From an optimization exercise on the open Yosys and OpenROAD flow, aimed at small area; shortcuts taken in it are not production practice. RTL that was checked went through simulation tests only; none was proved equivalent to the original. The RTL of run 2 was laid out without a check of its function. Power and IR drop assume default switching activity.

$ cat flow/design.v
module FORTRESS(i_clk, i_nrst, i_key_4, i_key_5, i_key_6,
    o_piezo, o_LED, o_COM, o_ENS);
input i_clk, i_nrst, i_key_4, i_key_5, i_key_6;
output o_piezo;
output [7:0] o_LED, o_COM, o_ENS;
reg  [11:0] C;
wire [11:0] Cn = C + 12'd1;
wire tick = &C[6:0];
always @(posedge i_clk or posedge i_nrst)
    if (i_nrst) C <= 12'd64;
    else C <= Cn;
reg [3:0] led_cnt;
reg g_prev;
reg kp_en;
reg [2:0] scan;            
reg [1:0] b1, b2;          
reg [1:0] l1, l2;          
reg turn, en_fire, fire, hit;
reg [10:0] fcnt;           
reg [2:0] sh;              
reg started;               
reg E7, E5, E1, E0;        
wire a1 = |l1;
wire a2 = |l2;
wire gl = C[11] & ~fire;
always @(posedge i_clk or posedge i_nrst)
    if (i_nrst) begin
        g_prev <= 1'b0;
        led_cnt <= 4'd0;
    end else begin
        g_prev <= gl;
        if (gl & ~g_prev) led_cnt <= led_cnt + 4'd1;
    end
wire [3:0] c = led_cnt;
assign o_LED[7] = 1'b1;
assign o_LED[6] = !((!c[3] & !c[2] & !c[1] & !c[0]) | (c[3] & c[2] & c[1] & c[0]));
assign o_LED[5] = o_LED[6] & !(!c[3] & !c[2] & !c[1] & c[0]) & !(c[3] & c[2] & c[1] & !c[0]);
assign o_LED[4] = o_LED[5] & !(!c[3] & !c[2] & c[1] & !c[0]) & !(c[3] & c[2] & !c[1] & c[0]);
assign o_LED[3] = o_LED[4] & !(!c[3] & !c[2] & c[1] & c[0]) & !(c[3] & c[2] & !c[1] & !c[0]);
assign o_LED[2] = o_LED[3] & !(!c[3] & c[2] & !c[1] & !c[0]) & !(c[3] & !c[2] & c[1] & c[0]);
assign o_LED[1] = o_LED[2] & !(!c[3] & c[2] & !c[1] & c[0]) & !(c[3] & !c[2] & c[1] & !c[0]);
assign o_LED[0] = o_LED[1] & !(!c[3] & c[2] & c[1] & !c[0]) & !(c[3] & !c[2] & !c[1] & c[0]);
wire [1:0] p2 = {o_LED[3], (!o_LED[3] & o_LED[5]) | o_LED[1]};
wire [2:0] keys = {i_key_4, i_key_5, i_key_6};
always @(posedge i_clk or posedge i_nrst)
    if (i_nrst) begin
        kp_en <= 1'b0;
        scan <= 3'b000;
    end else if (tick) begin
        kp_en <= |keys;
        scan <= (|keys & ~kp_en) ? keys : 3'b000;
    end
wire hitcond = ({1'b0, b1} + 3'd2) == ({1'b0, b2} + {1'b0, p2});
wire at_lim = (&fcnt[8:0]) & (fcnt[10:9] == p2);
wire endturn = ~fire & ~en_fire;               
wire both = a1 & a2;
wire dec1 = endturn & both & hit & turn;
wire dec2 = endturn & both & hit & ~turn;
wire kill = (dec1 & (l1 == 2'd1)) | (dec2 & (l2 == 2'd1));
wire [1:0] pf = fcnt[10:9];
always @(posedge i_clk or posedge i_nrst)
    if (i_nrst) begin
        b1 <= 2'd2;
        b2 <= 2'd1;
        l1 <= 2'd3;
        l2 <= 2'd3;
        turn <= 1'b1;
        en_fire <= 1'b0;
        fire <= 1'b0;
        hit <= 1'b0;
        sh <= 3'd5;
    end else if (tick) begin
        if (dec1) l1 <= l1 - 2'd1;
        if (dec2) l2 <= l2 - 2'd1;
        if (endturn & both & ~kill) turn <= ~turn;
        en_fire <= ~fire;
        if (~fire) begin
            if (~turn) begin
                if (scan[2] & (b1 != 2'd3)) b1 <= b1 + 2'd1;
                else if (scan[0] & (b1 != 2'd1)) b1 <= b1 - 2'd1;
            end else begin
                if (scan[2] & (b2 != 2'd2)) b2 <= b2 + 2'd1;
                else if (scan[0] & (b2 != 2'd0)) b2 <= b2 - 2'd1;
            end
        end
        fire <= fire ? ~at_lim : scan[1];
        hit <= fire & hitcond;
        if (fire) sh <= turn ? {1'b0, b2} + 3'd2 + {1'b0, pf} : {1'b0, b1} + 3'd2 - {1'b0, pf};
        else      sh <= turn ? {1'b0, b2} + 3'd1 : {1'b0, b1} + 3'd3;
    end
always @(posedge i_clk)
    if (~fire) fcnt <= 11'd0;
    else if (tick) fcnt <= at_lim ? 11'd0 : fcnt + 11'd1;
wire [3:1] t1 = {a1 & (b1 == 2'd3), a1 & (b1 == 2'd2), a1 & (b1 == 2'd1)};
wire [2:0] t2 = {a2 & (b2 == 2'd2), a2 & (b2 == 2'd1), a2 & (b2 == 2'd0)};
wire [2:0] nd = Cn[9:7];                       
reg s7, s5, s1, s0;
always @(*) begin
    case (nd)
    3'd7: begin s7 = a1;              s5 = t1[3]; s1 = t1[3]; s0 = t1[3] | t1[2]; end
    3'd6: begin s7 = l1[1];           s5 = t1[2]; s1 = t1[2]; s0 = t1[2] | t1[1]; end
    3'd5: begin s7 = l1[1] & l1[0];   s5 = t1[1]; s1 = t1[1]; s0 = t1[1]; end
    3'd4: begin s7 = 1'b0;            s5 = 1'b0;  s1 = 1'b0;  s0 = 1'b0; end
    3'd3: begin s7 = 1'b0;            s5 = 1'b0;  s1 = 1'b0;  s0 = t2[2]; end
    3'd2: begin s7 = l2[1] & l2[0];   s5 = t2[2]; s1 = t2[2]; s0 = t2[2] | t2[1]; end
    3'd1: begin s7 = l2[1];           s5 = t2[1]; s1 = t2[1]; s0 = t2[1] | t2[0]; end
    default: begin s7 = a2;           s5 = t2[0]; s1 = t2[0]; s0 = t2[0]; end
    endcase
end
always @(posedge i_clk or posedge i_nrst)
    if (i_nrst) begin
        started <= 1'b0;
        E7 <= 1'b0; E5 <= 1'b0; E1 <= 1'b0; E0 <= 1'b0;
    end else if (tick) begin
        started <= 1'b1;
        E7 <= s7;
        E5 <= s5;
        E1 <= s1 ^ (sh == nd);
        E0 <= s0;
    end
assign o_COM = started ? ~(8'd1 << C[9:7]) : 8'd0;
assign o_ENS = {E7, 1'b0, E5, E5, E5, 1'b0, E1, E0};
reg fs_en;
reg [2:0] rsh;
reg [6:0] fs_lo, fs_hi;
wire fs_trig = fire & (sh != rsh);
wire fs_act = fs_en | fs_trig;
wire fs_end = (fs_hi == 7'd99) & (fs_lo == 7'd26);
always @(posedge i_clk or posedge i_nrst)
    if (i_nrst) begin
        fs_en <= 1'b0;
        rsh <= 3'd5;
    end else begin
        if (fire) rsh <= sh;
        fs_en <= fs_act & ~fs_end;
    end
always @(posedge i_clk)
    if (~fs_act | fs_end) begin
        fs_lo <= 7'd0;
        fs_hi <= 7'd0;
    end else if (fs_lo == 7'd125) begin
        fs_lo <= 7'd0;
        fs_hi <= fs_hi + 7'd1;
    end else
        fs_lo <= fs_lo + 7'd1;
wire tune = ~both;
reg hs_en, tbuff;
reg [12:0] R_cnt;
reg [9:0] R_cs;
reg [8:0] R_i;
wire hs_trig = tick & endturn & both & hit & ~kill;
wire hs_end = (R_i == 9'd396) & (R_cs[5:0] == 6'd51);
always @(posedge i_clk or posedge i_nrst)
    if (i_nrst) hs_en <= 1'b0;
    else hs_en <= hs_trig | (hs_en & ~hs_end);
wire [8:0] ti = R_i;
reg [2:0] note;
always @(*) begin
        case (ti)
        9'd0: note = 3'd4;
        9'd1: note = 3'd0;
        9'd2: note = 3'd4;
        9'd3: note = 3'd4;
        9'd4: note = 3'd0;
        9'd5: note = 3'd0;
        9'd6: note = 3'd5;
        9'd7: note = 3'd5;
        9'd8: note = 3'd4;
        9'd9: note = 3'd4;
        9'd10: note = 3'd4;
        9'd11: note = 3'd4;
        9'd12: note = 3'd0;
        9'd13: note = 3'd0;
        9'd14: note = 3'd0;
        9'd15: note = 3'd0;
        9'd16: note = 3'd5;
        9'd17: note = 3'd0;
        9'd18: note = 3'd5;
        9'd19: note = 3'd5;
        9'd20: note = 3'd0;
        9'd21: note = 3'd0;
        9'd22: note = 3'd2;
        9'd23: note = 3'd2;
        9'd24: note = 3'd4;
        9'd25: note = 3'd0;
        9'd26: note = 3'd4;
        9'd27: note = 3'd4;
        9'd28: note = 3'd0;
        9'd29: note = 3'd0;
        9'd30: note = 3'd0;
        9'd31: note = 3'd0;
        9'd32: note = 3'd1;
        9'd33: note = 3'd0;
        9'd34: note = 3'd1;
        9'd35: note = 3'd1;
        9'd36: note = 3'd0;
        9'd37: note = 3'd0;
        9'd38: note = 3'd6;
        9'd39: note = 3'd6;
        9'd40: note = 3'd3;
        9'd41: note = 3'd0;
        9'd42: note = 3'd3;
        9'd43: note = 3'd3;
        9'd44: note = 3'd2;
        9'd45: note = 3'd2;
        9'd46: note = 3'd2;
        9'd47: note = 3'd2;
        9'd48: note = 3'd1;
        9'd49: note = 3'd1;
        9'd50: note = 3'd1;
        9'd51: note = 3'd1;
        9'd52: note = 3'd1;
        9'd53: note = 3'd1;
        9'd54: note = 3'd1;
        9'd55: note = 3'd1;
        9'd56: note = 3'd1;
        9'd57: note = 3'd1;
        9'd58: note = 3'd1;
        9'd59: note = 3'd1;
        9'd60: note = 3'd0;
        9'd61: note = 3'd0;
        9'd62: note = 3'd0;
        9'd63: note = 3'd0;
        9'd64: note = 3'd1;
        9'd65: note = 3'd0;
        9'd66: note = 3'd1;
        9'd67: note = 3'd1;
        9'd68: note = 3'd0;
        9'd69: note = 3'd0;
        9'd70: note = 3'd1;
        9'd71: note = 3'd1;
        9'd72: note = 3'd2;
        9'd73: note = 3'd2;
        9'd74: note = 3'd1;
        9'd75: note = 3'd1;
        9'd76: note = 3'd0;
        9'd77: note = 3'd0;
        9'd78: note = 3'd2;
        9'd79: note = 3'd2;
        9'd80: note = 3'd5;
        9'd81: note = 3'd0;
        9'd82: note = 3'd5;
        9'd83: note = 3'd5;
        9'd84: note = 3'd0;
        9'd85: note = 3'd0;
        9'd86: note = 3'd2;
        9'd87: note = 3'd2;
        9'd88: note = 3'd4;
        9'd89: note = 3'd0;
        9'd90: note = 3'd4;
        9'd91: note = 3'd4;
        9'd92: note = 3'd0;
        9'd93: note = 3'd0;
        9'd94: note = 3'd0;
        9'd95: note = 3'd0;
        9'd96: note = 3'd1;
        9'd97: note = 3'd0;
        9'd98: note = 3'd1;
        9'd99: note = 3'd1;
        9'd100: note = 3'd0;
        9'd101: note = 3'd0;
        9'd102: note = 3'd6;
        9'd103: note = 3'd6;
        9'd104: note = 3'd3;
        9'd105: note = 3'd3;
        9'd106: note = 3'd3;
        9'd107: note = 3'd3;
        9'd108: note = 3'd2;
        9'd109: note = 3'd2;
        9'd110: note = 3'd2;
        9'd111: note = 3'd2;
        9'd112: note = 3'd1;
        9'd113: note = 3'd1;
        9'd114: note = 3'd1;
        9'd115: note = 3'd1;
        9'd116: note = 3'd1;
        9'd117: note = 3'd1;
        9'd118: note = 3'd1;
        9'd119: note = 3'd1;
        9'd120: note = 3'd1;
        9'd121: note = 3'd1;
        9'd122: note = 3'd1;
        9'd123: note = 3'd1;
        9'd124: note = 3'd0;
        9'd125: note = 3'd0;
        9'd126: note = 3'd0;
        9'd127: note = 3'd0;
        9'd128: note = 3'd1;
        9'd129: note = 3'd0;
        9'd130: note = 3'd1;
        9'd131: note = 3'd1;
        9'd132: note = 3'd0;
        9'd133: note = 3'd0;
        9'd134: note = 3'd1;
        9'd135: note = 3'd1;
        9'd136: note = 3'd2;
        9'd137: note = 3'd2;
        9'd138: note = 3'd1;
        9'd139: note = 3'd1;
        9'd140: note = 3'd0;
        9'd141: note = 3'd0;
        9'd142: note = 3'd6;
        9'd143: note = 3'd6;
        9'd144: note = 3'd3;
        9'd145: note = 3'd3;
        9'd146: note = 3'd3;
        9'd147: note = 3'd3;
        9'd148: note = 3'd3;
        9'd149: note = 3'd3;
        9'd150: note = 3'd3;
        9'd151: note = 3'd3;
        9'd152: note = 3'd3;
        9'd153: note = 3'd3;
        9'd154: note = 3'd3;
        9'd155: note = 3'd3;
        9'd156: note = 3'd3;
        9'd157: note = 3'd3;
        9'd158: note = 3'd3;
        9'd159: note = 3'd3;
        9'd160: note = 3'd1;
        9'd161: note = 3'd0;
        9'd162: note = 3'd1;
        9'd163: note = 3'd1;
        9'd164: note = 3'd0;
        9'd165: note = 3'd0;
        9'd166: note = 3'd1;
        9'd167: note = 3'd1;
        9'd168: note = 3'd2;
        9'd169: note = 3'd2;
        9'd170: note = 3'd1;
        9'd171: note = 3'd1;
        9'd172: note = 3'd0;
        9'd173: note = 3'd0;
        9'd174: note = 3'd2;
        9'd175: note = 3'd2;
        9'd176: note = 3'd5;
        9'd177: note = 3'd0;
        9'd178: note = 3'd5;
        9'd179: note = 3'd5;
        9'd180: note = 3'd0;
        9'd181: note = 3'd0;
        9'd182: note = 3'd2;
        9'd183: note = 3'd2;
        9'd184: note = 3'd4;
        9'd185: note = 3'd0;
        9'd186: note = 3'd4;
        9'd187: note = 3'd4;
        9'd188: note = 3'd4;
        9'd189: note = 3'd4;
        9'd190: note = 3'd0;
        9'd191: note = 3'd0;
        9'd192: note = 3'd1;
        9'd193: note = 3'd0;
        9'd194: note = 3'd1;
        9'd195: note = 3'd1;
        9'd196: note = 3'd0;
        9'd197: note = 3'd0;
        9'd198: note = 3'd6;
        9'd199: note = 3'd6;
        9'd200: note = 3'd3;
        9'd201: note = 3'd3;
        9'd202: note = 3'd3;
        9'd203: note = 3'd3;
        9'd204: note = 3'd2;
        9'd205: note = 3'd2;
        9'd206: note = 3'd2;
        9'd207: note = 3'd2;
        9'd208: note = 3'd1;
        9'd209: note = 3'd1;
        9'd210: note = 3'd1;
        9'd211: note = 3'd1;
        9'd212: note = 3'd1;
        9'd213: note = 3'd1;
        9'd214: note = 3'd1;
        9'd215: note = 3'd1;
        9'd216: note = 3'd1;
        9'd217: note = 3'd1;
        9'd218: note = 3'd1;
        9'd219: note = 3'd1;
        9'd220: note = 3'd0;
        9'd221: note = 3'd0;
        9'd222: note = 3'd0;
        9'd223: note = 3'd0;
        9'd224: note = 3'd4;
        9'd225: note = 3'd0;
        9'd226: note = 3'd4;
        9'd227: note = 3'd4;
        9'd228: note = 3'd0;
        9'd229: note = 3'd0;
        9'd230: note = 3'd5;
        9'd231: note = 3'd5;
        9'd232: note = 3'd4;
        9'd233: note = 3'd4;
        9'd234: note = 3'd4;
        9'd235: note = 3'd4;
        9'd236: note = 3'd0;
        9'd237: note = 3'd0;
        9'd238: note = 3'd0;
        9'd239: note = 3'd0;
        9'd240: note = 3'd5;
        9'd241: note = 3'd0;
        9'd242: note = 3'd5;
        9'd243: note = 3'd5;
        9'd244: note = 3'd0;
        9'd245: note = 3'd0;
        9'd246: note = 3'd2;
        9'd247: note = 3'd2;
        9'd248: note = 3'd4;
        9'd249: note = 3'd0;
        9'd250: note = 3'd4;
        9'd251: note = 3'd4;
        9'd252: note = 3'd0;
        9'd253: note = 3'd0;
        9'd254: note = 3'd0;
        9'd255: note = 3'd0;
        9'd256: note = 3'd1;
        9'd257: note = 3'd0;
        9'd258: note = 3'd1;
        9'd259: note = 3'd1;
        9'd260: note = 3'd0;
        9'd261: note = 3'd0;
        9'd262: note = 3'd6;
        9'd263: note = 3'd6;
        9'd264: note = 3'd3;
        9'd265: note = 3'd0;
        9'd266: note = 3'd3;
        9'd267: note = 3'd3;
        9'd268: note = 3'd2;
        9'd269: note = 3'd2;
        9'd270: note = 3'd2;
        9'd271: note = 3'd2;
        9'd272: note = 3'd1;
        9'd273: note = 3'd1;
        9'd274: note = 3'd1;
        9'd275: note = 3'd1;
        9'd276: note = 3'd1;
        9'd277: note = 3'd1;
        9'd278: note = 3'd1;
        9'd279: note = 3'd1;
        9'd280: note = 3'd1;
        9'd281: note = 3'd1;
        9'd282: note = 3'd1;
        9'd283: note = 3'd1;
        9'd284: note = 3'd0;
        9'd285: note = 3'd0;
        9'd286: note = 3'd0;
        9'd287: note = 3'd0;
        9'd288: note = 3'd1;
        9'd289: note = 3'd0;
        9'd290: note = 3'd1;
        9'd291: note = 3'd1;
        9'd292: note = 3'd0;
        9'd293: note = 3'd0;
        9'd294: note = 3'd1;
        9'd295: note = 3'd1;
        9'd296: note = 3'd2;
        9'd297: note = 3'd2;
        9'd298: note = 3'd1;
        9'd299: note = 3'd1;
        9'd300: note = 3'd0;
        9'd301: note = 3'd0;
        9'd302: note = 3'd2;
        9'd303: note = 3'd2;
        9'd304: note = 3'd5;
        9'd305: note = 3'd0;
        9'd306: note = 3'd5;
        9'd307: note = 3'd5;
        9'd308: note = 3'd0;
        9'd309: note = 3'd0;
        9'd310: note = 3'd2;
        9'd311: note = 3'd2;
        9'd312: note = 3'd4;
        9'd313: note = 3'd0;
        9'd314: note = 3'd4;
        9'd315: note = 3'd4;
        9'd316: note = 3'd0;
        9'd317: note = 3'd0;
        9'd318: note = 3'd0;
        9'd319: note = 3'd0;
        9'd320: note = 3'd1;
        9'd321: note = 3'd0;
        9'd322: note = 3'd1;
        9'd323: note = 3'd1;
        9'd324: note = 3'd0;
        9'd325: note = 3'd0;
        9'd326: note = 3'd6;
        9'd327: note = 3'd6;
        9'd328: note = 3'd3;
        9'd329: note = 3'd3;
        9'd330: note = 3'd3;
        9'd331: note = 3'd3;
        9'd332: note = 3'd2;
        9'd333: note = 3'd2;
        9'd334: note = 3'd2;
        9'd335: note = 3'd2;
        9'd336: note = 3'd1;
        9'd337: note = 3'd1;
        9'd338: note = 3'd1;
        9'd339: note = 3'd1;
        9'd340: note = 3'd1;
        9'd341: note = 3'd1;
        9'd342: note = 3'd1;
        9'd343: note = 3'd1;
        9'd344: note = 3'd1;
        9'd345: note = 3'd1;
        9'd346: note = 3'd1;
        9'd347: note = 3'd1;
        9'd348: note = 3'd0;
        9'd349: note = 3'd0;
        9'd350: note = 3'd0;
        9'd351: note = 3'd0;
        9'd352: note = 3'd1;
        9'd353: note = 3'd0;
        9'd354: note = 3'd1;
        9'd355: note = 3'd1;
        9'd356: note = 3'd0;
        9'd357: note = 3'd0;
        9'd358: note = 3'd1;
        9'd359: note = 3'd1;
        9'd360: note = 3'd2;
        9'd361: note = 3'd2;
        9'd362: note = 3'd1;
        9'd363: note = 3'd1;
        9'd364: note = 3'd0;
        9'd365: note = 3'd0;
        9'd366: note = 3'd6;
        9'd367: note = 3'd6;
        9'd368: note = 3'd3;
        9'd369: note = 3'd3;
        9'd370: note = 3'd3;
        9'd371: note = 3'd3;
        9'd372: note = 3'd3;
        9'd373: note = 3'd3;
        9'd374: note = 3'd3;
        9'd375: note = 3'd3;
        9'd376: note = 3'd3;
        9'd377: note = 3'd3;
        9'd378: note = 3'd3;
        9'd379: note = 3'd3;
        9'd380: note = 3'd3;
        9'd381: note = 3'd3;
        9'd382: note = 3'd3;
        9'd383: note = 3'd3;
        9'd384: note = 3'd1;
        9'd385: note = 3'd0;
        9'd386: note = 3'd1;
        9'd387: note = 3'd1;
        9'd388: note = 3'd0;
        9'd389: note = 3'd0;
        9'd390: note = 3'd1;
        9'd391: note = 3'd1;
        9'd392: note = 3'd2;
        9'd393: note = 3'd2;
        9'd394: note = 3'd1;
        9'd395: note = 3'd1;
        9'd396: note = 3'd0;
        9'd397: note = 3'd0;
        9'd398: note = 3'd2;
        9'd399: note = 3'd2;
        9'd400: note = 3'd5;
        9'd401: note = 3'd0;
        9'd402: note = 3'd5;
        9'd403: note = 3'd5;
        9'd404: note = 3'd0;
        9'd405: note = 3'd0;
        9'd406: note = 3'd2;
        9'd407: note = 3'd2;
        9'd408: note = 3'd4;
        9'd409: note = 3'd0;
        9'd410: note = 3'd4;
        9'd411: note = 3'd4;
        9'd412: note = 3'd4;
        9'd413: note = 3'd4;
        9'd414: note = 3'd0;
        9'd415: note = 3'd0;
        9'd416: note = 3'd1;
        9'd417: note = 3'd0;
        9'd418: note = 3'd1;
        9'd419: note = 3'd1;
        9'd420: note = 3'd0;
        9'd421: note = 3'd0;
        9'd422: note = 3'd6;
        9'd423: note = 3'd6;
        9'd424: note = 3'd3;
        9'd425: note = 3'd3;
        9'd426: note = 3'd3;
        9'd427: note = 3'd3;
        9'd428: note = 3'd2;
        9'd429: note = 3'd2;
        9'd430: note = 3'd2;
        9'd431: note = 3'd2;
        9'd432: note = 3'd1;
        9'd433: note = 3'd1;
        9'd434: note = 3'd1;
        9'd435: note = 3'd1;
        9'd436: note = 3'd1;
        9'd437: note = 3'd1;
        9'd438: note = 3'd1;
        9'd439: note = 3'd1;
        9'd440: note = 3'd1;
        9'd441: note = 3'd1;
        9'd442: note = 3'd1;
        9'd443: note = 3'd1;
        9'd444: note = 3'd0;
        9'd445: note = 3'd0;
        9'd446: note = 3'd0;
        9'd447: note = 3'd0;
        default: note = 3'd0;
        endcase
end
reg [9:0] lim;
always @(*)
    case (note)
    3'd1: lim = 10'd398;    
    3'd2: lim = 10'd335;    
    3'd3: lim = 10'd531;    
    3'd4: lim = 10'd266;    
    3'd5: lim = 10'd298;    
    3'd6: lim = 10'd446;    
    default: lim = 10'd421; 
    endcase
wire step = &R_cnt;
wire tog = ~step & (note != 3'd0) & (R_cs == lim);
always @(posedge i_clk or posedge i_nrst)
    if (i_nrst) tbuff <= 1'b0;
    else tbuff <= tune & (tbuff ^ tog);
always @(posedge i_clk)
    if (tune) begin
        R_cnt <= step ? 13'd1 : R_cnt + 13'd1;
        R_cs <= step ? 10'd1 : tog ? 10'd0 : R_cs + 10'd1;
        if (step) R_i <= (R_i == 9'd447) ? 9'd0 : R_i + 9'd1;
    end else begin
        R_cnt <= 13'd0;
        if (~hs_en | hs_end) begin
            R_cs <= 10'd0;
            R_i <= 9'd0;
        end else if (R_cs[5:0] == 6'd62) begin
            R_cs <= 10'd0;
            R_i <= R_i + 9'd1;
        end else
            R_cs <= R_cs + 10'd1;
    end
assign o_piezo = (fs_hi[0] & fs_en) | tbuff | (R_i[0] & hs_en);
endmodule
$ cat flow/run.sh
#!/bin/bash
# synth_recipe.tcl (not shown) runs the flow's synth.tcl, then flattens the netlist and writes it again
# the make line also repeats each setting of config.mk as NAME=value (left out here)
make -C /OpenROAD-flow-scripts/flow DESIGN_CONFIG=/design/flow/config.mk WORK_HOME=/design/flow/orfs CLKGATE_MAP_FILE= SYNTH_SCRIPT=/design/flow/synth_recipe.tcl finish
$ cat flow/config.mk
export PLATFORM = sky130hd
export DESIGN_NAME = FORTRESS
export DESIGN_NICKNAME = FORTRESS
export VERILOG_FILES = /design/flow/design.v
export SDC_FILE = /design/flow/constraint.sdc
export NUM_CORES = 4
export LEC_CHECK = 0
export CAP_MARGIN = 20
export CORE_MARGIN = 2
export CORE_UTILIZATION = 40
export PLACE_DENSITY = 0.6
export SLEW_MARGIN = 20
$ cat flow/constraint.sdc
create_clock -name core_clock -period 10.0 [get_ports {i_clk}]
set_input_delay 2.0000 -clock core_clock [delete_from_list [all_inputs] [get_ports {i_clk}]]
set_output_delay 2.0000 -clock core_clock [all_outputs]
set_load 0.01 [all_outputs]
==> results.cfg, run 1 <==
[die]
num_rows = 47
start_util = 0.4081
dieHeight_um = 134.1
core_area_sq_um = 16580
boundaryPins = 30
chipWidth_um = 134.1
die_area_sq_um = 17980

[clocking]
clk_path_buf_depth = 2
clkTransAtPathRegs_ns = 0.07
cts_max_level = 3
cts.hold.buffers_added = 0
cts.sinks = 107
cts-root-buf = clkbuf_16
post_cts_buffers = 0
ctsResizeCount = 0
cts_buffers = 9
cts_tree = built
clk_latency_ns = 0.35

[layout]
areaGrowthSynthToFinish_pct = 9.429
final_nets = 817
layout_commonest_cell = nand2_1
final_cell_mix = nand2_1 (82), nor2_1 (80), dfxtp_1 (51), o21ai_0 (45), xnor2_1 (39)
drive_above_1_share = 0.09475
diodes = 0

[placed_design]
place_congestion = 0.8102
dp_hpwl_um = 9848
numPortBuffers = 26

[synth]
synth_seq_cells = 107
async_reset_ff_frac = 0.4393
synth-seq-area-share = 0.3668
ys_types = 87
syn_avg_cell_area_sq_um = 8.677
syn_inst = 780
syn_area_sq_um = 6768
ys_warn_count = 1
synth_edf_count = 9
synth-main-ff-cell = dfxtp_1

[worst_setup_path]
worstSetupPathType = flip-flop to flip-flop
crit_slowest_cell = o41ai_2
slowest_delay_ns = 0.89
crit_required_ns = 10.25
critPathLaunchType = flip-flop
path_cells = ha_1 -> nand4bb_1 -> o41ai_2 -> o31ai_2 -> inv_1 -> mux2_2 -> ha_1 -> nand2_1 -> o22ai_1 -> nor4b_1 -> a311oi_1 -> a22o_1
rr_worst_depth = 12
cp-end-kind = flip-flop
critPathMaxFanout = 11
cp_common_cell = ha_1
cp.arrival_ns = 4.50

[power_and_ir_drop]
switching_share = 0.2117
power.switching_mw = 0.1692
leakage_nw = 2.864
worst_ir_drop_vdd_mv = 0.08122
p_int_mw = 0.6300
p_per_area_nw_per_um2 = 107.9
p_comb_frac = 0.008
pwr-share-clk = 0.450
seq_power_share = 0.543
total_power_mw = 0.7992

[sta]
slew_violations = 0
period_share = 0.4259
tightestPinTransition_ns = 0.9327
setup_viol = 0
fmax_mhz = 234.8
hold_violations = 0
finClkSkew_ns = 0.008167
fin_hold_ws_ns = 0.4753
max_slew_margin = 0.3714
rsz0062_at_grt = no
fin_tns_setup_ns = 0
period_minus_slack_ns = 4.259

[hold_path]
holdPathStages = 1
hp-class = flip-flop to flip-flop

[route]
wl_um = 13840
route.detailed.wl_per_inst_um = 13.83
drcViolationCount = 0
routed_via_density = 5.193
via_count = 5198
drt_iter0_drc = 294
drtPass1Iterations = 5
ant_nets = 0

[status]
run_status = complete, no violations

[global_route]
grt_pass1_vias = 4888
grt_max_degree = 48
grt_usage = 0.1604
grt_overflow = 0
grt_antenna_before_repair = 0
grt_pass1_wl_um = 23730

[job]
max_cap_violations = 0
==> flip-flops by register name, summed over array words and instances (netlist names), 2 cells and up <==
name / count
l2: 2
R_cnt: 13
fs_lo: 7
rsh: 3
R_cs: 10
note: 3
fs_hi: 7
b1: 2
b2: 2
scan: 3
R_i: 9
l1: 2
C: 12
sh: 3
fcnt: 11
led_cnt: 4
==> power by group through the flow <==
stage	registers [mW]	clock network (mW)	logic, mW
CTS	0.434	0.372	0.00648
global route	0.434	0.388	0.00717
detailed placement	0.443	0	0.00647
floorplan	0.443	0	0.00418
finish	0.434	0.359	0.00602
global placement	0.443	0	0.00644
==> kinds of logic after synthesis <==
group,synth area share
mux,0.02755
xor+xnor,0.09965
simple gates,0.2180
other cells,0.001110
compound gates,0.1581
flops,0.3668
buf+inv,0.05861
fa+ha+maj,0.07025
==> worst max-delay path: cells and delay by family, from the launching register on <==
kind                     cells  cell delay [ns]
AO/OA/AOI/OAI                5             1.62
adder cells (fa/ha/maj)      2             0.65
flip-flops                   1             0.50
multiplexers                 1             0.43
AND/OR/NAND/NOR              3             0.58
buffers and inverters        1             0.38
==> path summary, 6_finish.rpt <==
kind,startpoint,slack [ns],to
min reg2reg,C[11],0.48,C[11]
max reg2reg,R_cs[1],5.74,note[0]
min,C[11],0.48,C[11]
max in group asynchronous,i_nrst,7.39,C[2]
max,R_cs[1],5.74,note[0]
min in group asynchronous,i_nrst,2.09,scan[1]
==> Yosys cell counts (all sizes together) (7+ instances only) <==
master / number / area share
a31oi: 8 / 0.0074
dfxtp: 51 / 0.15
xnor2: 39 / 0.050
buf: 22 / 0.022
nor2: 81 / 0.045
dfstp: 12 / 0.047
a211oi: 9 / 0.011
nand3: 37 / 0.027
o21ai: 53 / 0.040
xor2: 38 / 0.049
nand2: 85 / 0.048
mux2: 7 / 0.012
ha: 34 / 0.063
edfxtp: 9 / 0.040
a21oi: 36 / 0.028
nand2b: 7 / 0.0065
dfrtp: 35 / 0.13
or3: 7 / 0.0065
nor3: 16 / 0.014
inv: 35 / 0.019
nand4: 11 / 0.010
and3: 15 / 0.014
clkbuf: 26 / 0.015
nor2b: 9 / 0.0083
==> per-stage QoR <==
stage	setup WS, ns	util	instances	instance area, sq um
6_report	5.741	0.4466	1001	7406
5_1_grt	5.396	0.4466	1001	7406
4_1_cts	5.780	0.4465	1001	7405
3_5_place_dp	5.807	0.4288	985	7111
3_3_place_gp	5.892	0.4288	985	7111
2_1_floorplan	6.470	-	781	6771
==> metal layers <==
| metal | up-vias | wire length (um) | global-route usage |
|---|---|---|---|
| met5 | - | 0 | 0 |
| met4 | 0 | 222 | 0.05731 |
| met3 | 16 | 351 | 0.02192 |
| met2 | 75 | 6389 | 0.2561 |
| met1 | 2417 | 6877 | 0.2235 |
| li1 | 2690 | - | - |
==> final cells by class <==
class / count / area, sq um
clock buffers: 10 / 229.0
clock inverters: 6 / 65.06
fillers: 1651 / 9178
inverters: 38 / 148.9
multi-input cells: 588 / 3900
flip-flops and latches: 107 / 2482
well taps: 220 / 275.3
repair buffers: 32 / 305.3
==> run 2, diff against run 1 <==
--- a/flow/design.v
+++ b/flow/design.v
@@ -5,8 +5,14 @@
 output [7:0] o_LED, o_COM, o_ENS;
-reg  [11:0] C;
-wire [11:0] Cn = C + 12'd1;
-wire tick = &C[6:0];
+reg [6:0] Cp;
+reg [4:0] D;
+wire tick = (Cp == 7'b1000100);
+wire [4:0] Dn = D + 5'd1;
 always @(posedge i_clk or posedge i_nrst)
-    if (i_nrst) C <= 12'd64;
-    else C <= Cn;
+    if (i_nrst) begin
+        Cp <= 7'd0;
+        D <= 5'd0;
+    end else begin
+        Cp <= {Cp[5:0], Cp[6] ^ Cp[5] ^ (Cp[5:0] == 6'd0)};
+        if (tick) D <= Dn;
+    end
 reg [3:0] led_cnt;
@@ -18,3 +24,4 @@
 reg turn, en_fire, fire, hit;
-reg [10:0] fcnt;           
+reg [8:0] F;               
+reg [1:0] pf;              
 reg [2:0] sh;              
@@ -24,3 +31,3 @@
 wire a2 = |l2;
-wire gl = C[11] & ~fire;
+wire gl = D[4] & ~fire;
 always @(posedge i_clk or posedge i_nrst)
@@ -53,3 +60,4 @@
 wire hitcond = ({1'b0, b1} + 3'd2) == ({1'b0, b2} + {1'b0, p2});
-wire at_lim = (&fcnt[8:0]) & (fcnt[10:9] == p2);
+wire seg_end = (F == 9'b100000000);
+wire at_lim = seg_end & (pf == p2);
 wire endturn = ~fire & ~en_fire;               
@@ -59,3 +67,2 @@
 wire kill = (dec1 & (l1 == 2'd1)) | (dec2 & (l2 == 2'd1));
-wire [1:0] pf = fcnt[10:9];
 always @(posedge i_clk or posedge i_nrst)
@@ -91,7 +98,12 @@
 always @(posedge i_clk)
-    if (~fire) fcnt <= 11'd0;
-    else if (tick) fcnt <= at_lim ? 11'd0 : fcnt + 11'd1;
+    if (~fire | (tick & at_lim)) begin
+        F <= 9'd0;
+        pf <= 2'd0;
+    end else if (tick) begin
+        F <= {F[7:0], F[8] ^ F[4] ^ (F[7:0] == 8'd0)};
+        if (seg_end) pf <= pf + 2'd1;
+    end
 wire [3:1] t1 = {a1 & (b1 == 2'd3), a1 & (b1 == 2'd2), a1 & (b1 == 2'd1)};
 wire [2:0] t2 = {a2 & (b2 == 2'd2), a2 & (b2 == 2'd1), a2 & (b2 == 2'd0)};
-wire [2:0] nd = Cn[9:7];                       
+wire [2:0] nd = Dn[2:0];                       
 reg s7, s5, s1, s0;
@@ -120,10 +132,11 @@
     end
-assign o_COM = started ? ~(8'd1 << C[9:7]) : 8'd0;
+assign o_COM = started ? ~(8'd1 << D[2:0]) : 8'd0;
 assign o_ENS = {E7, 1'b0, E5, E5, E5, 1'b0, E1, E0};
-reg fs_en;
+reg fs_en, fs_buff;
 reg [2:0] rsh;
-reg [6:0] fs_lo, fs_hi;
+reg [6:0] S;
 wire fs_trig = fire & (sh != rsh);
 wire fs_act = fs_en | fs_trig;
-wire fs_end = (fs_hi == 7'd99) & (fs_lo == 7'd26);
+wire s_wrap = (S == 7'b0100000);
+wire fs_end = fs_en & (Cp == 7'b0100011) & (S == 7'b1011100) & ((F == 9'b010010110) | (F == 9'b100101101));
 always @(posedge i_clk or posedge i_nrst)
@@ -131,2 +144,3 @@
         fs_en <= 1'b0;
+        fs_buff <= 1'b0;
         rsh <= 3'd5;
@@ -135,19 +149,14 @@
         fs_en <= fs_act & ~fs_end;
+        fs_buff <= fs_act & ~fs_end & (fs_buff ^ s_wrap);
     end
 always @(posedge i_clk)
-    if (~fs_act | fs_end) begin
-        fs_lo <= 7'd0;
-        fs_hi <= 7'd0;
-    end else if (fs_lo == 7'd125) begin
-        fs_lo <= 7'd0;
-        fs_hi <= fs_hi + 7'd1;
-    end else
-        fs_lo <= fs_lo + 7'd1;
+    if (~fs_act | s_wrap) S <= 7'd0;
+    else S <= {S[5:0], ~(S[6] ^ S[5])};
 wire tune = ~both;
 reg hs_en, tbuff;
-reg [12:0] R_cnt;
-reg [9:0] R_cs;
+reg [12:0] Q;
+reg [9:0] T;
 reg [8:0] R_i;
 wire hs_trig = tick & endturn & both & hit & ~kill;
-wire hs_end = (R_i == 9'd396) & (R_cs[5:0] == 6'd51);
+wire hs_end = R_i[8] & R_i[7] & R_i[3] & R_i[2];    
 always @(posedge i_clk or posedge i_nrst)
@@ -155,6 +164,5 @@
     else hs_en <= hs_trig | (hs_en & ~hs_end);
-wire [8:0] ti = R_i;
 reg [2:0] note;
 always @(*) begin
-        case (ti)
+        case (R_i)
         9'd0: note = 3'd4;
@@ -610,35 +618,29 @@
 end
-reg [9:0] lim;
+reg [9:0] klim;
 always @(*)
     case (note)
-    3'd1: lim = 10'd398;    
-    3'd2: lim = 10'd335;    
-    3'd3: lim = 10'd531;    
-    3'd4: lim = 10'd266;    
-    3'd5: lim = 10'd298;    
-    3'd6: lim = 10'd446;    
-    default: lim = 10'd421; 
+    3'd1: klim = 10'b1000111000;
+    3'd2: klim = 10'b1010000000;
+    3'd3: klim = 10'b0101111000;
+    3'd4: klim = 10'b0101100000;
+    3'd5: klim = 10'b0100101100;
+    3'd6: klim = 10'b0000111001;
+    default: klim = 10'b1000111100;
     endcase
-wire step = &R_cnt;
-wire tog = ~step & (note != 3'd0) & (R_cs == lim);
+wire step = tune & (Q == 13'd0) & T[0];
+wire tog = tune ? ((note != 3'd0) & (T == klim)) : (hs_en & (T == 10'b0000010110));
 always @(posedge i_clk or posedge i_nrst)
     if (i_nrst) tbuff <= 1'b0;
-    else tbuff <= tune & (tbuff ^ tog);
-always @(posedge i_clk)
-    if (tune) begin
-        R_cnt <= step ? 13'd1 : R_cnt + 13'd1;
-        R_cs <= step ? 10'd1 : tog ? 10'd0 : R_cs + 10'd1;
-        if (step) R_i <= (R_i == 9'd447) ? 9'd0 : R_i + 9'd1;
-    end else begin
-        R_cnt <= 13'd0;
-        if (~hs_en | hs_end) begin
-            R_cs <= 10'd0;
-            R_i <= 9'd0;
-        end else if (R_cs[5:0] == 6'd62) begin
-            R_cs <= 10'd0;
-            R_i <= R_i + 9'd1;
-        end else
-            R_cs <= R_cs + 10'd1;
-    end
-assign o_piezo = (fs_hi[0] & fs_en) | tbuff | (R_i[0] & hs_en);
+    else tbuff <= tbuff ^ tog;
+always @(posedge i_clk) begin
+    if (~tune) Q <= 13'd0;
+    else Q <= {Q[11:0], ~(Q[12] ^ Q[4] ^ Q[1] ^ Q[0])};
+    if (~tune & ~hs_en) T <= 10'b0000000100;
+    else if (step) T <= 10'b0000001001;
+    else if (tog) T <= 10'b0000000100;
+    else T <= {T[8:0], ~(T[9] ^ T[6])};
+    if (~tune & ~hs_en) R_i <= 9'd0;
+    else if (tune ? step : tog) R_i <= (tune & (R_i == 9'd447)) ? 9'd0 : R_i + 9'd1;
+end
+assign o_piezo = fs_buff | tbuff;
 endmodule
--- a/flow/config.mk
+++ b/flow/config.mk
@@ -7,2 +7,3 @@
 export LEC_CHECK = 0
+export ABC_AREA = 1
 export CAP_MARGIN = 20
==> run 2 against run 1 <==
Against the previous run: sequential share of layout area is 0.91 points higher; sequential power is 6.7% lower; still clean on timing, DRC and antenna; cell area is 11% lower; sequential cell count is 6 lower; critical endpoint is now o_COM[0]; clock skew is 0.0010 ns higher; register-to-register slack better by 1.0 ns; worst setup slack better by 0.32 ns; via count is 7.2% lower; synthesized area is 12% lower; core utilization is 0.82 points higher; non-clock buffer count is 3 lower; first-iteration DRC count is 22% lower.
==> results.cfg, run 2 <==
[status]
run_status = complete, no violations

[route]
ant_nets = 0
route.detailed.wl_per_inst_um = 12.38
via_count = 4826
drt_iter0_drc = 228
routed_via_density = 4.855
drtPass1Iterations = 4
drcViolationCount = 0
wl_um = 12310

[global_route]
grt_pass1_vias = 4607
grt_antenna_before_repair = 0
grt_usage = 0.1623
grt_max_degree = 49
grt_overflow = 0
grt_pass1_wl_um = 21320

[synth]
synth_edf_count = 0
synth-seq-area-share = 0.3820
syn_inst = 787
post-synth-top-count-cell = nand2_1
syn_area_sq_um = 5958
syn_avg_cell_area_sq_um = 7.571
synth_top_area_frac = 0.1781
synth-main-ff-cell = dfxtp_1
synth.area.top_cells = dfxtp_1 (18%), dfrtp_1 (16%), nand2_1 (9.7%)
synth_common_cells = nand2_1 (154), inv_1 (107), nor2_1 (97)
ys_warn_count = 1
ys_types = 55
yosysTopAreaCell = dfxtp_1
synth_seq_cells = 101
async_reset_ff_frac = 0.4752

[layout]
areaGrowthSynthToFinish_pct = 10.94
final_area_sq_um = 6610
final_nets = 842
final_cell_mix = nand2_1 (154), inv_1 (106), nor2_1 (97), nand3_1 (56), dfxtp_1 (53)
top_register = Q
layout_commonest_cell = nand2_1
largest_register_ffs = 13
largest_registers = Q: 13 flops, T: 10 flops
drive_above_1_share = 0.08889
diodes = 0

[die]
num_rows = 44
dieHeight_um = 126.0
chipWidth_um = 126.0
start_util = 0.4100
core_area_sq_um = 14530
boundaryPins = 30
die_area_sq_um = 15890

[placed_design]
place_ws_ns = 6.435
dpl_cell_area_sq_um = 6330
dp_hpwl_um = 9087
place_congestion = 0.8647
numPortBuffers = 26

[worst_setup_path]
crit_required_ns = 8.00
cp-endpoint = o_COM[0]
path_cells = inv_1 -> ha_1 -> a21oi_1 -> clkdlybuf4s50_1
worstSetupPathType = flip-flop to output port
slowest_delay_ns = 0.56
reg2reg_from = l2[0]
crit_start = D[0]
reg2reg_to = note[0]
cp-end-kind = output port
rrSetupSlack_ns = 6.77
critPathMaxFanout = 7
rr_worst_depth = 21
critPathLaunchType = flip-flop
crit_slowest_cell = clkdlybuf4s50_1
cp.arrival_ns = 1.93

[power_and_ir_drop]
p_per_area_nw_per_um2 = 112.5
worst_ir_drop_vdd_mv = 0.08213
leakage_nw = 3.074

[sta]
period_minus_slack_ns = 3.934
tightestPinTransition_ns = 0.8599
max_slew_margin = 0.4261
setup_viol = 0
finClkSkew_ns = 0.009176
setup_slack_ns = 6.066
hold_violations = 0
fin_tns_setup_ns = 0
slew_violations = 0
fmax_mhz = 254.2
period_share = 0.3934
rsz0062_at_grt = no

[clocking]
cts_tree = built
cts_buffers = 9
clk_latency_ns = 0.35
post_cts_buffers = 0
cts_max_level = 3
cts.hold.buffers_added = 0
cts-root-buf = clkbuf_16
clkTransAtPathRegs_ns = 0.07
cts.sinks = 101
clk_path_buf_depth = 2
ctsResizeCount = 0

[job]
max_cap_violations = 0

[hold_path]
hp-class = flip-flop to flip-flop
[run 2: metal layers]
| layer | share of wire | vias up | global-route usage | wire length (um) |
|---|---|---|---|---|
| met2 | 0.44 | 58 | 0.2615 | 5446 |
| met5 | 0 | - | 0 | 0 |
| li1 | - | 2543 | - | - |
| met4 | 0.010 | 0 | 0.03685 | 129 |
| met1 | 0.51 | 2217 | 0.2196 | 6274 |
| met3 | 0.037 | 8 | 0.04248 | 454 |
[run 2: worst min-delay path by stage]
stage	start	endpoint	slack (ns)	cells past startpoint
2_1_floorplan	Cp[5]	Cp[6]	0.37	0
5_1_grt	Cp[2]	Cp[3]	0.42	0
6_report	Cp[2]	Cp[3]	0.41	0
4_1_cts	Cp[2]	Cp[3]	0.40	0
3_3_place_gp	Cp[5]	Cp[6]	0.39	0
3_5_place_dp	Cp[2]	Cp[3]	0.39	0
[run 2: critical path: cells and delay by family, from the launching register on]
family | cells | cell delay, ns
buffers and inverters | 2 | 0.70
flip-flops | 1 | 0.42
AO/OA/AOI/OAI | 1 | 0.17
adder cells (fa/ha/maj) | 1 | 0.30
[run 2: kinds of logic (layout without fill, tap and decap cells)]
kind of cell	after synthesis	in the layout	synth area share
xor+xnor	39	39	0.05733
mux	2	2	0.003570
simple gates	363	363	0.2764
other cells	2	3	0.001260
flops	101	101	0.3820
compound gates	107	107	0.1105
fa+ha+maj	32	32	0.06972
buf+inv	141	163	0.09933
[run 2: stage by stage]
step | std cells | utilization | total power [mW] | hold WS (ns)
2_1_floorplan | 788 | - | 0.4182 | 0.3747
3_3_place_gp | 978 | 0.4355 | 0.4205 | 0.3918
3_5_place_dp | 978 | 0.4355 | 0.4205 | 0.3887
4_1_cts | 994 | 0.4547 | 0.7541 | 0.4040
5_1_grt | 994 | 0.4548 | 0.7751 | 0.4192
6_report | 994 | 0.4548 | 0.7436 | 0.4052
[run 2: layout make-up]
cell class | instances | area (sq um)
Clock buffer | 12 | 246.5
Clock inverter | 4 | 32.53
Fill cell | 1481 | 7924
Inverter | 118 | 447.9
Multi-Input combinational cell | 546 | 3094
Sequential cell | 101 | 2276
Tap cell | 184 | 230.2
Timing Repair Buffer | 29 | 282.8
[run 2: report_power, final]
part	switching (mW)	total [mW]	internal [mW]	leakage (nW)
combinational	0.00494	0.00646	0.00152	1.92
sequential	0.0000315	0.405	0.405	1.02
clock	0.154	0.332	0.178	0.135

## what the ideal ports hide
The results above use ideal ports. As a check the final layouts listed here were re-extracted and re-timed, cells and wires unchanged.
Step 1 (the two cells are an assumption about what drives the block):
set clk [get_ports {i_clk}]
set_driving_cell -lib_cell sky130_fd_sc_hd__clkbuf_16 $clk
set_driving_cell -lib_cell sky130_fd_sc_hd__buf_2 [delete_from_list [all_inputs] $clk]
Step 2, shift: input delay + t, output delay - t, t = (earliest + latest rising clock arrival at the registers) / 2. This alone moves slack from input paths to output paths.
Slacks: ideal / step 1 / step 2; pairs: ideal / step 1.
run | t, ns | setup WS [ns] | worst setup path after step 2
run 1 | 0.390 | 5.741 / 5.741 / 5.741 | register to register
run 2 | 0.389 | 6.066 / 6.027 / 6.415 | register to output
After both steps setup and hold are still met in every run listed.
